Context: an optimization exercise on an open-source flow, tuned for small area. The choices shown serve that exercise and are no tape-out recipe.
In this exercise RTL edits were held to simulation tests only and were not proved equivalent to the original.
The clock port is modelled as an ideal driver, which makes a skipped or thinned clock tree look cheaper than it is; a real chip needs a root buffer or a tree.
Power is estimated from default activity; no workload was simulated.

==> inputs of 04-10 <==
// LCDDisplay
module LCDDisplay(Clk, Rst, Cheat, Slow, Wait, ReactionTime, LCDUpdate, LCDAck, LCD_Data, LCD_E, LCD_RS, LCD_RW);
   input Clk, Rst;
   input Cheat, Slow, Wait;
   input [9:0] ReactionTime;
   input LCDUpdate;
   output LCDAck;
   output [11:8] LCD_Data;
   output LCD_E, LCD_RS, LCD_RW;
   localparam M_Init = 2'd0, M_Cheat = 2'd1, M_Slow = 2'd2, M_Wait = 2'd3;
   localparam S_Wait = 3'd0,
              S_WaitAck = 3'd1,
              S_LCDAck = 3'd2,
              S_LCDAckAck = 3'd3,
              S_Reaction = {1'b1, M_Init},
              S_Cheat = {1'b1, M_Cheat},
              S_Slow = {1'b1, M_Slow},
              S_WaitString = {1'b1, M_Wait};
   reg [2:0] State;
   reg DispReact;
   reg [9:0] DispTime;
   assign LCDAck = ~State[2] & State[0];
   wire GO = ~State[2] & (State[1] | State[0]);
   wire First;
   LcdInterface LcdInterface_0 (Rst, Clk, GO, DispReact, DispTime, First, LCD_Data, LCD_E, LCD_RS, LCD_RW);
   always @(posedge Clk) begin
  ...
==> module LcdInterface, before the edit <==
module LcdInterface(Rst, Clk, Go, DispReact, DispTime, First, LCD_Data, LCD_E, LCD_RS, LCD_RW);
   input Clk, Rst;
   input Go;
   input DispReact;
   input [9:0] DispTime;
   output First;    
   output reg [11:8] LCD_Data;
   output reg LCD_E, LCD_RS;
   output LCD_RW;
   assign LCD_RW = 1'b0;
   reg [4:0] Slot;
   reg [3:0] Phase;
   reg LineReact;
   wire Idle = ~Slot[4] & ~Slot[3];                          
   wire AddrSlot = (Slot == 5'd15);
   wire InitSlot = ~Slot[4] & Slot[3] & ~AddrSlot;          
   wire Ph0 = (Phase == 4'd0);
   wire Ph3 = (Phase == 4'd3);
   wire Ph5 = Phase[2] & ~Phase[1] & Phase[0];
   wire Ph3to6 = ~Phase[3] & (Phase[2] ^ (Phase[1] & Phase[0]));
   wire Ph10 = Phase[3] & Phase[1] & ~Phase[0];
   wire Ph11 = Phase[3] & Phase[1] & Phase[0];
   always @(posedge Clk) begin
      if (Rst) begin
         Slot <= 5'd9;
         Phase <= 4'd1;
      end
      else if (Idle) begin
         if (Go) Slot <= 5'd15;
      end
      else begin
         Phase[0] <= ~Phase[0];
         Phase[1] <= Phase[1] ^ Phase[0];
         Phase[2] <= (Phase[2] ^ (Phase[1] & Phase[0])) & ~Phase[3];
         Phase[3] <= (Phase[3] & ~(Phase[1] & Phase[0])) | (Phase[2] & Phase[1] & Phase[0]);
         if (Ph11) Slot <= Slot + 5'd1;
      end
   end
   assign First = ~Slot[4] & ~Slot[2] & ~Slot[1] & Slot[0] & (Phase == 4'd1);    
   wire Load = AddrSlot & Ph0;
   wire Convert = AddrSlot & LineReact & ~Ph11;
   wire [11:0] Digits;
   Bin2BCD Bin2BCD_0 (Clk, Load, {DispTime[1:0] & {2{~DispReact}}, DispTime},
                      Convert & (Phase[3] | Phase[2] | (Phase[1] & Phase[0])),    
                      Convert & (Phase[3] | (Phase[2] & Phase[1] & Phase[0])),    
                      Convert & Ph10, Digits);
   always @(posedge Clk)
      if (Load) LineReact <= DispReact;
   wire [1:0] LineCode = Digits[3:2];
   localparam [127:0] InitString = "Reaction Timer  ",
                      CheatString = "No Cheating!    ",
                      SlowString = "Too Slow!       ",
                      WaitString = "Wait for LEDs...",
                      ReactionString = "0.000 s         ";
   wire [3:0] Idx = ~Slot[3:0];    
   reg [7:0] Char;
   always @(*) begin
      if (LineReact) begin
         Char = ReactionString[{Idx, 3'b000} +: 8];
         if (Slot[3:0] == 4'd2) Char[3:0] = Digits[3:0];
         if (Slot[3:0] == 4'd3) Char[3:0] = Digits[11:8];
         if (Slot[3:0] == 4'd4) Char[3:0] = Digits[7:4];
      end
      else case (LineCode)
         2'd0: Char = InitString[{Idx, 3'b000} +: 8];
         2'd1: Char = CheatString[{Idx, 3'b000} +: 8];
         2'd2: Char = SlowString[{Idx, 3'b000} +: 8];
         default: Char = WaitString[{Idx, 3'b000} +: 8];
      endcase
   end
   always @(*) begin
      LCD_Data = 4'h0;
      LCD_E = 1'b0;
      LCD_RS = 1'b0;
      if (Slot[4]) begin
         LCD_RS = Ph3to6;
         if (Ph3) begin LCD_E = 1'b1; LCD_Data = Char[7:4]; end
         if (Ph5) begin LCD_E = 1'b1; LCD_Data = Char[3:0]; end
      end
      else if (AddrSlot) begin
         if (Ph3) begin LCD_E = 1'b1; LCD_Data = 4'h8; end
         if (Ph5) LCD_E = 1'b1;
      end
      else if (InitSlot) begin
         case ({Slot[2:0], Phase})
            {3'd1, 4'd3}: begin LCD_Data = 4'h3; end
            {3'd1, 4'd4}: begin LCD_E = 1'b1; LCD_Data = 4'h3; end
            {3'd1, 4'd5}: begin LCD_Data = 4'h3; end
            {3'd1, 4'd6}: begin LCD_E = 1'b1; LCD_Data = 4'h3; end
            {3'd1, 4'd7}: begin LCD_Data = 4'h3; end
            {3'd1, 4'd8}: begin LCD_E = 1'b1; LCD_Data = 4'h3; end
            {3'd1, 4'd9}: begin LCD_Data = 4'h3; end
            {3'd1, 4'd10}: begin LCD_Data = 4'h2; end
            {3'd1, 4'd11}: begin LCD_E = 1'b1; LCD_Data = 4'h2; end
            {3'd2, 4'd0}: begin LCD_Data = 4'h2; end
            {3'd2, 4'd1}: begin LCD_E = 1'b1; LCD_Data = 4'h2; end
            {3'd2, 4'd3}: begin LCD_E = 1'b1; LCD_Data = 4'h8; end
            {3'd2, 4'd5}: begin LCD_E = 1'b1; end
            {3'd2, 4'd7}: begin LCD_E = 1'b1; LCD_Data = 4'h6; end
            {3'd2, 4'd9}: begin LCD_E = 1'b1; end
            {3'd2, 4'd11}: begin LCD_E = 1'b1; LCD_Data = 4'hc; end
            {3'd3, 4'd1}: begin LCD_E = 1'b1; end
            {3'd3, 4'd3}: begin LCD_E = 1'b1; LCD_Data = 4'h1; end
            default: ;
         endcase
      end
   end
endmodule
Settings: LEC_CHECK=0, CAP_MARGIN=20, CORE_MARGIN=2, CORE_UTILIZATION=40, SLEW_MARGIN=20; clock period 10.0 ns.
standard.sh (not shown) runs the stock make flow with config.mk's settings and CLKGATE_MAP_FILE= SYNTH_SCRIPT=/design/flow/synth_recipe.tcl, a recipe that flattens the netlist after the stock synthesis.
==> flow/flow/run.sh <==
#!/bin/bash
# Layout flow: the standard ORFS flow (standard.sh), with these changes,
# which only affect which cells make up the layout:
#  - synthesis maps the logic with an area-oriented ABC script (abc_area.script
#    here: deep AIG optimisation, then area mapping) instead of ORFS's
#    delay-oriented one with up-sizing. The synthesis is run three times, with
#    three random seeds for the AIG optimisation, each in its own ORFS work
#    folder (orfs_<seed>); the run with the smallest cell area is kept and the
#    layout continues from it in orfs/;
#  - Yosys's full/half-adder extraction is skipped (ADDER_MAP_FILE empty), so
#    ABC sees the counters as plain logic;
#  - the port buffers are the smallest buffer, sky130_fd_sc_hd__buf_1;
#  - the clock step builds the clock network with clock_buffer.tcl here (three
#    clock buffers driven by the clock port, each driving a third of the
#    registers) in place of ORFS's clock tree synthesis; the rest of that step
#    (legalisation, timing repair) is ORFS's.
# Everything else (synthesis script, floorplan, power grid, tap cells,
# placement, routing) is ORFS's, run through standard.sh. Each tool's output
# is in the ORFS logs of orfs/ (and orfs_<seed>/ for the synthesis runs);
# synth_<seed>.log and flow.log hold what the make runs print.
set -euo pipefail
W=$PWD
SEEDS="1 2 3"
for s in $SEEDS; do
  rm -rf "$W/scripts_$s" "$W/orfs_$s"
  cp -r "$FLOW_HOME/scripts" "$W/scripts_$s"
  sed "s/@SEED@/$s/" "$W/flow/abc_area.script" > "$W/scripts_$s/abc_area.script"
  sed -i "s|^log_cmd clock_tree_synthesis {\*}\$cts_args\$|source $W/flow/clock_buffer.tcl|" \
    "$W/scripts_$s/cts.tcl"
  grep -q "clock_buffer.tcl" "$W/scripts_$s/cts.tcl"
done
pids=""
for s in $SEEDS; do
  bash standard.sh WORK_HOME="$W/orfs_$s" SCRIPTS_DIR="$W/scripts_$s" ABC_AREA=1 \
    ADDER_MAP_FILE= synth > "$W/synth_$s.log" 2>&1 &
  pids="$pids $!"
done
for p in $pids; do wait "$p"; done
best=""
best_area=""
for s in $SEEDS; do
  a=$(grep "Chip area for module" "$W/orfs_$s/reports/sky130hd/LCDDisplay/base/synth_stat.txt" | awk '{print $NF}')
  echo "seed $s: synthesis cell area $a" | tee -a "$W/seeds.log"
  if [[ -z "$best" ]] || awk -v a="$a" -v b="$best_area" 'BEGIN { exit !(a < b) }'; then
    best=$s
    best_area=$a
  fi
done
echo "kept seed $best" | tee -a "$W/seeds.log"
rm -rf "$W/orfs"
cp -a "$W/orfs_$best" "$W/orfs"
bash standard.sh SCRIPTS_DIR="$W/scripts_$best" ABC_AREA=1 ADDER_MAP_FILE= \
  "BUFFER_PORTS_ARGS=-buffer_cell sky130_fd_sc_hd__buf_1" \
  finish > "$W/flow.log" 2>&1
==> flow/flow/abc_area.script <==
strash
&get -n
&deepsyn -T 240 -S @SEED@
&put
dch -f
map -a
topo
==> flow/flow/clock_buffer.tcl <==
# Clock distribution for this small design, in place of a clock tree: the
# registers are split by position into three groups of about the same size,
# and one sky130_fd_sc_hd__clkbuf_8, driven by the clock port, drives the
# clock pins of each group. Each buffer is placed at the centre of its group;
# detailed placement then legalises it.
set groups 3
set block [ord::get_db_block]
set clk_net [[$block findBTerm Clk] getNet]
set master [[ord::get_db] findMaster sky130_fd_sc_hd__clkbuf_8]
set sinks {}
foreach it [$clk_net getITerms] {
  lassign [[$it getInst] getLocation] x y
  lappend sinks [list $x $y $it]
}
set sinks [lsort -integer -index 0 $sinks]
set n [llength $sinks]
for {set g 0} {$g < $groups} {incr g} {
  set buf [odb::dbInst_create $block $master clkbuf_$g]
  set net [odb::dbNet_create $block clknet_$g]
  $net setSigType CLOCK
  set from [expr {$g * $n / $groups}]
  set to [expr {($g + 1) * $n / $groups - 1}]
  set sx 0
  set sy 0
  foreach s [lrange $sinks $from $to] {
    lassign $s x y it
    set sx [expr {$sx + $x}]
    set sy [expr {$sy + $y}]
    $it disconnect
    $it connect $net
  }
  set k [expr {$to - $from + 1}]
  [$buf findITerm A] connect $clk_net
  [$buf findITerm X] connect $net
  $buf setLocation [expr {$sx / $k}] [expr {$sy / $k}]
  $buf setPlacementStatus PLACED
  puts "clock_buffer: clkbuf_$g drives $k clock pins"
}
set_propagated_clock [all_clocks]
==> 09-17: changes against 04-10 <==
--- a/flow/design.v
+++ b/flow/design.v
@@ -114,25 +114,23 @@
          if (Ph5) LCD_E = 1'b1;
       end
       else if (InitSlot) begin
-         case ({Slot[2:0], Phase})
-            {3'd1, 4'd3}: begin LCD_Data = 4'h3; end
-            {3'd1, 4'd4}: begin LCD_E = 1'b1; LCD_Data = 4'h3; end
-            {3'd1, 4'd5}: begin LCD_Data = 4'h3; end
-            {3'd1, 4'd6}: begin LCD_E = 1'b1; LCD_Data = 4'h3; end
-            {3'd1, 4'd7}: begin LCD_Data = 4'h3; end
-            {3'd1, 4'd8}: begin LCD_E = 1'b1; LCD_Data = 4'h3; end
-            {3'd1, 4'd9}: begin LCD_Data = 4'h3; end
-            {3'd1, 4'd10}: begin LCD_Data = 4'h2; end
-            {3'd1, 4'd11}: begin LCD_E = 1'b1; LCD_Data = 4'h2; end
-            {3'd2, 4'd0}: begin LCD_Data = 4'h2; end
-            {3'd2, 4'd1}: begin LCD_E = 1'b1; LCD_Data = 4'h2; end
-            {3'd2, 4'd3}: begin LCD_E = 1'b1; LCD_Data = 4'h8; end
-            {3'd2, 4'd5}: begin LCD_E = 1'b1; end
-            {3'd2, 4'd7}: begin LCD_E = 1'b1; LCD_Data = 4'h6; end
-            {3'd2, 4'd9}: begin LCD_E = 1'b1; end
-            {3'd2, 4'd11}: begin LCD_E = 1'b1; LCD_Data = 4'hc; end
-            {3'd3, 4'd1}: begin LCD_E = 1'b1; end
-            {3'd3, 4'd3}: begin LCD_E = 1'b1; LCD_Data = 4'h1; end
+         case (Slot[2:0])
+            3'd1: begin    
+               LCD_E = (~Phase[0] & (Phase[2] | (Phase[3] & ~Phase[1]))) | Ph11;    
+               LCD_Data[9] = Phase[3] | Phase[2] | (Phase[1] & Phase[0]);         
+               LCD_Data[8] = Phase[3] ? ~Phase[1] : (Phase[2] | (Phase[1] & Phase[0]));    
+            end
+            3'd2: begin    
+               LCD_E = Phase[0];                                                  
+               if (~Phase[3] & ~Phase[2] & ~Phase[1]) LCD_Data = 4'h2;           
+               if (Ph3) LCD_Data = 4'h8;
+               if (Phase[2] & Phase[1] & Phase[0]) LCD_Data = 4'h6;              
+               if (Ph11) LCD_Data = 4'hc;
+            end
+            3'd3: begin    
+               LCD_E = ~Phase[3] & ~Phase[2] & Phase[0];                         
+               if (Ph3) LCD_Data = 4'h1;
+            end
             default: ;
          endcase
       end
--- a/flow/flow/run.sh
+++ b/flow/flow/run.sh
@@ -3,8 +3,8 @@
 # which only affect which cells make up the layout:
 #  - synthesis maps the logic with an area-oriented ABC script (abc_area.script
 #    here: deep AIG optimisation, then area mapping) instead of ORFS's
-#    delay-oriented one with up-sizing. The synthesis is run three times, with
-#    three random seeds for the AIG optimisation, each in its own ORFS work
+#    delay-oriented one with up-sizing. The synthesis is run four times, with
+#    four random seeds for the AIG optimisation, each in its own ORFS work
 #    folder (orfs_<seed>); the run with the smallest cell area is kept and the
 #    layout continues from it in orfs/;
 #  - Yosys's full/half-adder extraction is skipped (ADDER_MAP_FILE empty), so
@@ -20,7 +20,7 @@
 # synth_<seed>.log and flow.log hold what the make runs print.
 set -euo pipefail
 W=$PWD
-SEEDS="1 2 3"
+SEEDS="1"
 for s in $SEEDS; do
   rm -rf "$W/scripts_$s" "$W/orfs_$s"
   cp -r "$FLOW_HOME/scripts" "$W/scripts_$s"
==> flow/flow/abc_area.script (replaced) <==
strash
dc2
dch -f
map -a
topo
--- a/flow/flow/clock_buffer.tcl
+++ b/flow/flow/clock_buffer.tcl
@@ -3,10 +3,10 @@
 # and one sky130_fd_sc_hd__clkbuf_8, driven by the clock port, drives the
 # clock pins of each group. Each buffer is placed at the centre of its group;
 # detailed placement then legalises it.
-set groups 3
+set groups 4
 set block [ord::get_db_block]
 set clk_net [[$block findBTerm Clk] getNet]
-set master [[ord::get_db] findMaster sky130_fd_sc_hd__clkbuf_8]
+set master [[ord::get_db] findMaster sky130_fd_sc_hd__buf_4]
 set sinks {}
 foreach it [$clk_net getITerms] {
   lassign [[$it getInst] getLocation] x y
==> 01-08: changes against 04-10 <==
--- a/flow/design.v
+++ b/flow/design.v
@@ -73,7 +73,7 @@
    wire Convert = AddrSlot & LineReact & ~Ph11;
    wire [11:0] Digits;
    Bin2BCD Bin2BCD_0 (Clk, Load, {DispTime[1:0] & {2{~DispReact}}, DispTime},
-                      Convert & (Phase[3] | Phase[2] | (Phase[1] & Phase[0])),    
+                      Convert & (Phase[3] | Phase[2]),                         
                       Convert & (Phase[3] | (Phase[2] & Phase[1] & Phase[0])),    
                       Convert & Ph10, Digits);
    always @(posedge Clk)
@@ -114,25 +114,23 @@
          if (Ph5) LCD_E = 1'b1;
       end
       else if (InitSlot) begin
-         case ({Slot[2:0], Phase})
-            {3'd1, 4'd3}: begin LCD_Data = 4'h3; end
-            {3'd1, 4'd4}: begin LCD_E = 1'b1; LCD_Data = 4'h3; end
-            {3'd1, 4'd5}: begin LCD_Data = 4'h3; end
-            {3'd1, 4'd6}: begin LCD_E = 1'b1; LCD_Data = 4'h3; end
-            {3'd1, 4'd7}: begin LCD_Data = 4'h3; end
-            {3'd1, 4'd8}: begin LCD_E = 1'b1; LCD_Data = 4'h3; end
-            {3'd1, 4'd9}: begin LCD_Data = 4'h3; end
-            {3'd1, 4'd10}: begin LCD_Data = 4'h2; end
-            {3'd1, 4'd11}: begin LCD_E = 1'b1; LCD_Data = 4'h2; end
-            {3'd2, 4'd0}: begin LCD_Data = 4'h2; end
-            {3'd2, 4'd1}: begin LCD_E = 1'b1; LCD_Data = 4'h2; end
-            {3'd2, 4'd3}: begin LCD_E = 1'b1; LCD_Data = 4'h8; end
-            {3'd2, 4'd5}: begin LCD_E = 1'b1; end
-            {3'd2, 4'd7}: begin LCD_E = 1'b1; LCD_Data = 4'h6; end
-            {3'd2, 4'd9}: begin LCD_E = 1'b1; end
-            {3'd2, 4'd11}: begin LCD_E = 1'b1; LCD_Data = 4'hc; end
-            {3'd3, 4'd1}: begin LCD_E = 1'b1; end
-            {3'd3, 4'd3}: begin LCD_E = 1'b1; LCD_Data = 4'h1; end
+         case (Slot[2:0])
+            3'd1: begin    
+               LCD_E = (~Phase[0] & (Phase[2] | (Phase[3] & ~Phase[1]))) | Ph11;    
+               LCD_Data[9] = Phase[3] | Phase[2] | (Phase[1] & Phase[0]);         
+               LCD_Data[8] = Phase[3] ? ~Phase[1] : (Phase[2] | (Phase[1] & Phase[0]));    
+            end
+            3'd2: begin    
+               LCD_E = Phase[0];                                                  
+               if (~Phase[3] & ~Phase[2] & ~Phase[1]) LCD_Data = 4'h2;           
+               if (Ph3) LCD_Data = 4'h8;
+               if (Phase[2] & Phase[1] & Phase[0]) LCD_Data = 4'h6;              
+               if (Ph11) LCD_Data = 4'hc;
+            end
+            3'd3: begin    
+               LCD_E = ~Phase[3] & ~Phase[2] & Phase[0];                         
+               if (Ph3) LCD_Data = 4'h1;
+            end
             default: ;
          endcase
       end
--- a/flow/flow/run.sh
+++ b/flow/flow/run.sh
@@ -3,8 +3,8 @@
 # which only affect which cells make up the layout:
 #  - synthesis maps the logic with an area-oriented ABC script (abc_area.script
 #    here: deep AIG optimisation, then area mapping) instead of ORFS's
-#    delay-oriented one with up-sizing. The synthesis is run three times, with
-#    three random seeds for the AIG optimisation, each in its own ORFS work
+#    delay-oriented one with up-sizing. The synthesis is run four times, with
+#    four random seeds for the AIG optimisation, each in its own ORFS work
 #    folder (orfs_<seed>); the run with the smallest cell area is kept and the
 #    layout continues from it in orfs/;
 #  - Yosys's full/half-adder extraction is skipped (ADDER_MAP_FILE empty), so
@@ -20,7 +20,7 @@
 # synth_<seed>.log and flow.log hold what the make runs print.
 set -euo pipefail
 W=$PWD
-SEEDS="1 2 3"
+SEEDS="1 2 3 4"
 for s in $SEEDS; do
   rm -rf "$W/scripts_$s" "$W/orfs_$s"
   cp -r "$FLOW_HOME/scripts" "$W/scripts_$s"
==> flow/flow/abc_area.script (replaced) <==
strash
&get -n
&deepsyn -T 300 -S @SEED@
&put
dch -f
map -a
topo
--- a/flow/flow/clock_buffer.tcl
+++ b/flow/flow/clock_buffer.tcl
@@ -1,12 +1,12 @@
 # Clock distribution for this small design, in place of a clock tree: the
 # registers are split by position into three groups of about the same size,
-# and one sky130_fd_sc_hd__clkbuf_8, driven by the clock port, drives the
-# clock pins of each group. Each buffer is placed at the centre of its group;
+# and one sky130_fd_sc_hd__buf_6, driven by the clock port, drives the clock
+# pins of each group. Each buffer is placed at the centre of its group;
 # detailed placement then legalises it.
 set groups 3
 set block [ord::get_db_block]
 set clk_net [[$block findBTerm Clk] getNet]
-set master [[ord::get_db] findMaster sky130_fd_sc_hd__clkbuf_8]
+set master [[ord::get_db] findMaster sky130_fd_sc_hd__buf_6]
 set sinks {}
 foreach it [$clk_net getITerms] {
   lassign [[$it getInst] getLocation] x y
==> comparison <==
- Between 04-10 and 01-08, the lower core utilization is in 04-10 (gap 0.25 points).
- Via count, lowest first: 04-10, 01-08, 09-17.
- In 01-08 the die area is higher than in 04-10, by about 0.56%.
- Cell area: 04-10 < 01-08 < 09-17.
- Wire length: 04-10 < 01-08 < 09-17.
- In 04-10 the first-iteration DRC count is smaller than in 01-08, by 40%.
- Register-to-register slack: 04-10 > 09-17 > 01-08.
- The lowest area after synthesis belongs to 04-10, the highest to 09-17.
==> figures <==
item	01-08	09-17	04-10
Outcome	finished clean	finished clean	finished clean
Per-cell via count in the routed design	5.88	5.96	5.62
Fin Hold WS	0.453 ns	0.428 ns	0.459 ns
Die W	76.8 um	78.9 um	76.6 um
Sequential cell area share	34.9%	33.1%	35.1%
Reported combinational group power	29.0 uW	30.3 uW	30.4 uW
Clk pwr share	24.8%	24.1%	25.1%
Count of non-CTS inverters in the layout	51	56	44
Global routing met3 resource utilization	1.65%	2.16%	1.07%
Power per Cell Area	108 nW/um^2	103 nW/um^2	111 nW/um^2
Relative contribution of combinational cells to total power	11.5%	12.1%	11.9%
Routed length on met2	3100 um	3010 um	2780 um
M2 GR Usage	37.5%	34.9%	35.9%
First-pass GRT wire length	10,900 um	11,000 um	10,300 um
Floorplan core area	5110 um^2	5470 um^2	5110 um^2
Iter 0 DRT Violations	368	479	221
Initial Utilization	41.5%	41.0%	41.3%
In every run of this note, the design's own scripts or RTL, not TritonCTS, make the clock network.

==> separate check: timing with driven ports <==
Ports are ideal in the flow. The routed layouts listed here were re-timed in OpenROAD.
Step 1 (the two cells are an assumption about what drives the block):
set clk [get_ports {Clk}]
set_driving_cell -lib_cell sky130_fd_sc_hd__clkbuf_16 $clk
set_driving_cell -lib_cell sky130_fd_sc_hd__buf_2 [delete_from_list [all_inputs] $clk]
Step 2, shift: input delay + t, output delay - t, t = (earliest + latest rising clock arrival at the registers) / 2. This alone moves slack from input paths to output paths.
Slacks: ideal ports / drivers / drivers and shift; pairs: ideal ports / drivers.
run	shift t [ns]	setup WS [ns]	worst data-port slew with drivers (ns)
04-10	0.182	5.108 / 5.065 / 5.247	0.03
09-17	0.177	5.164 / 5.121 / 5.299	0.03
01-08	0.161	4.466 / 4.422 / 4.583	0.03
After both steps setup and hold are still met in every run listed.
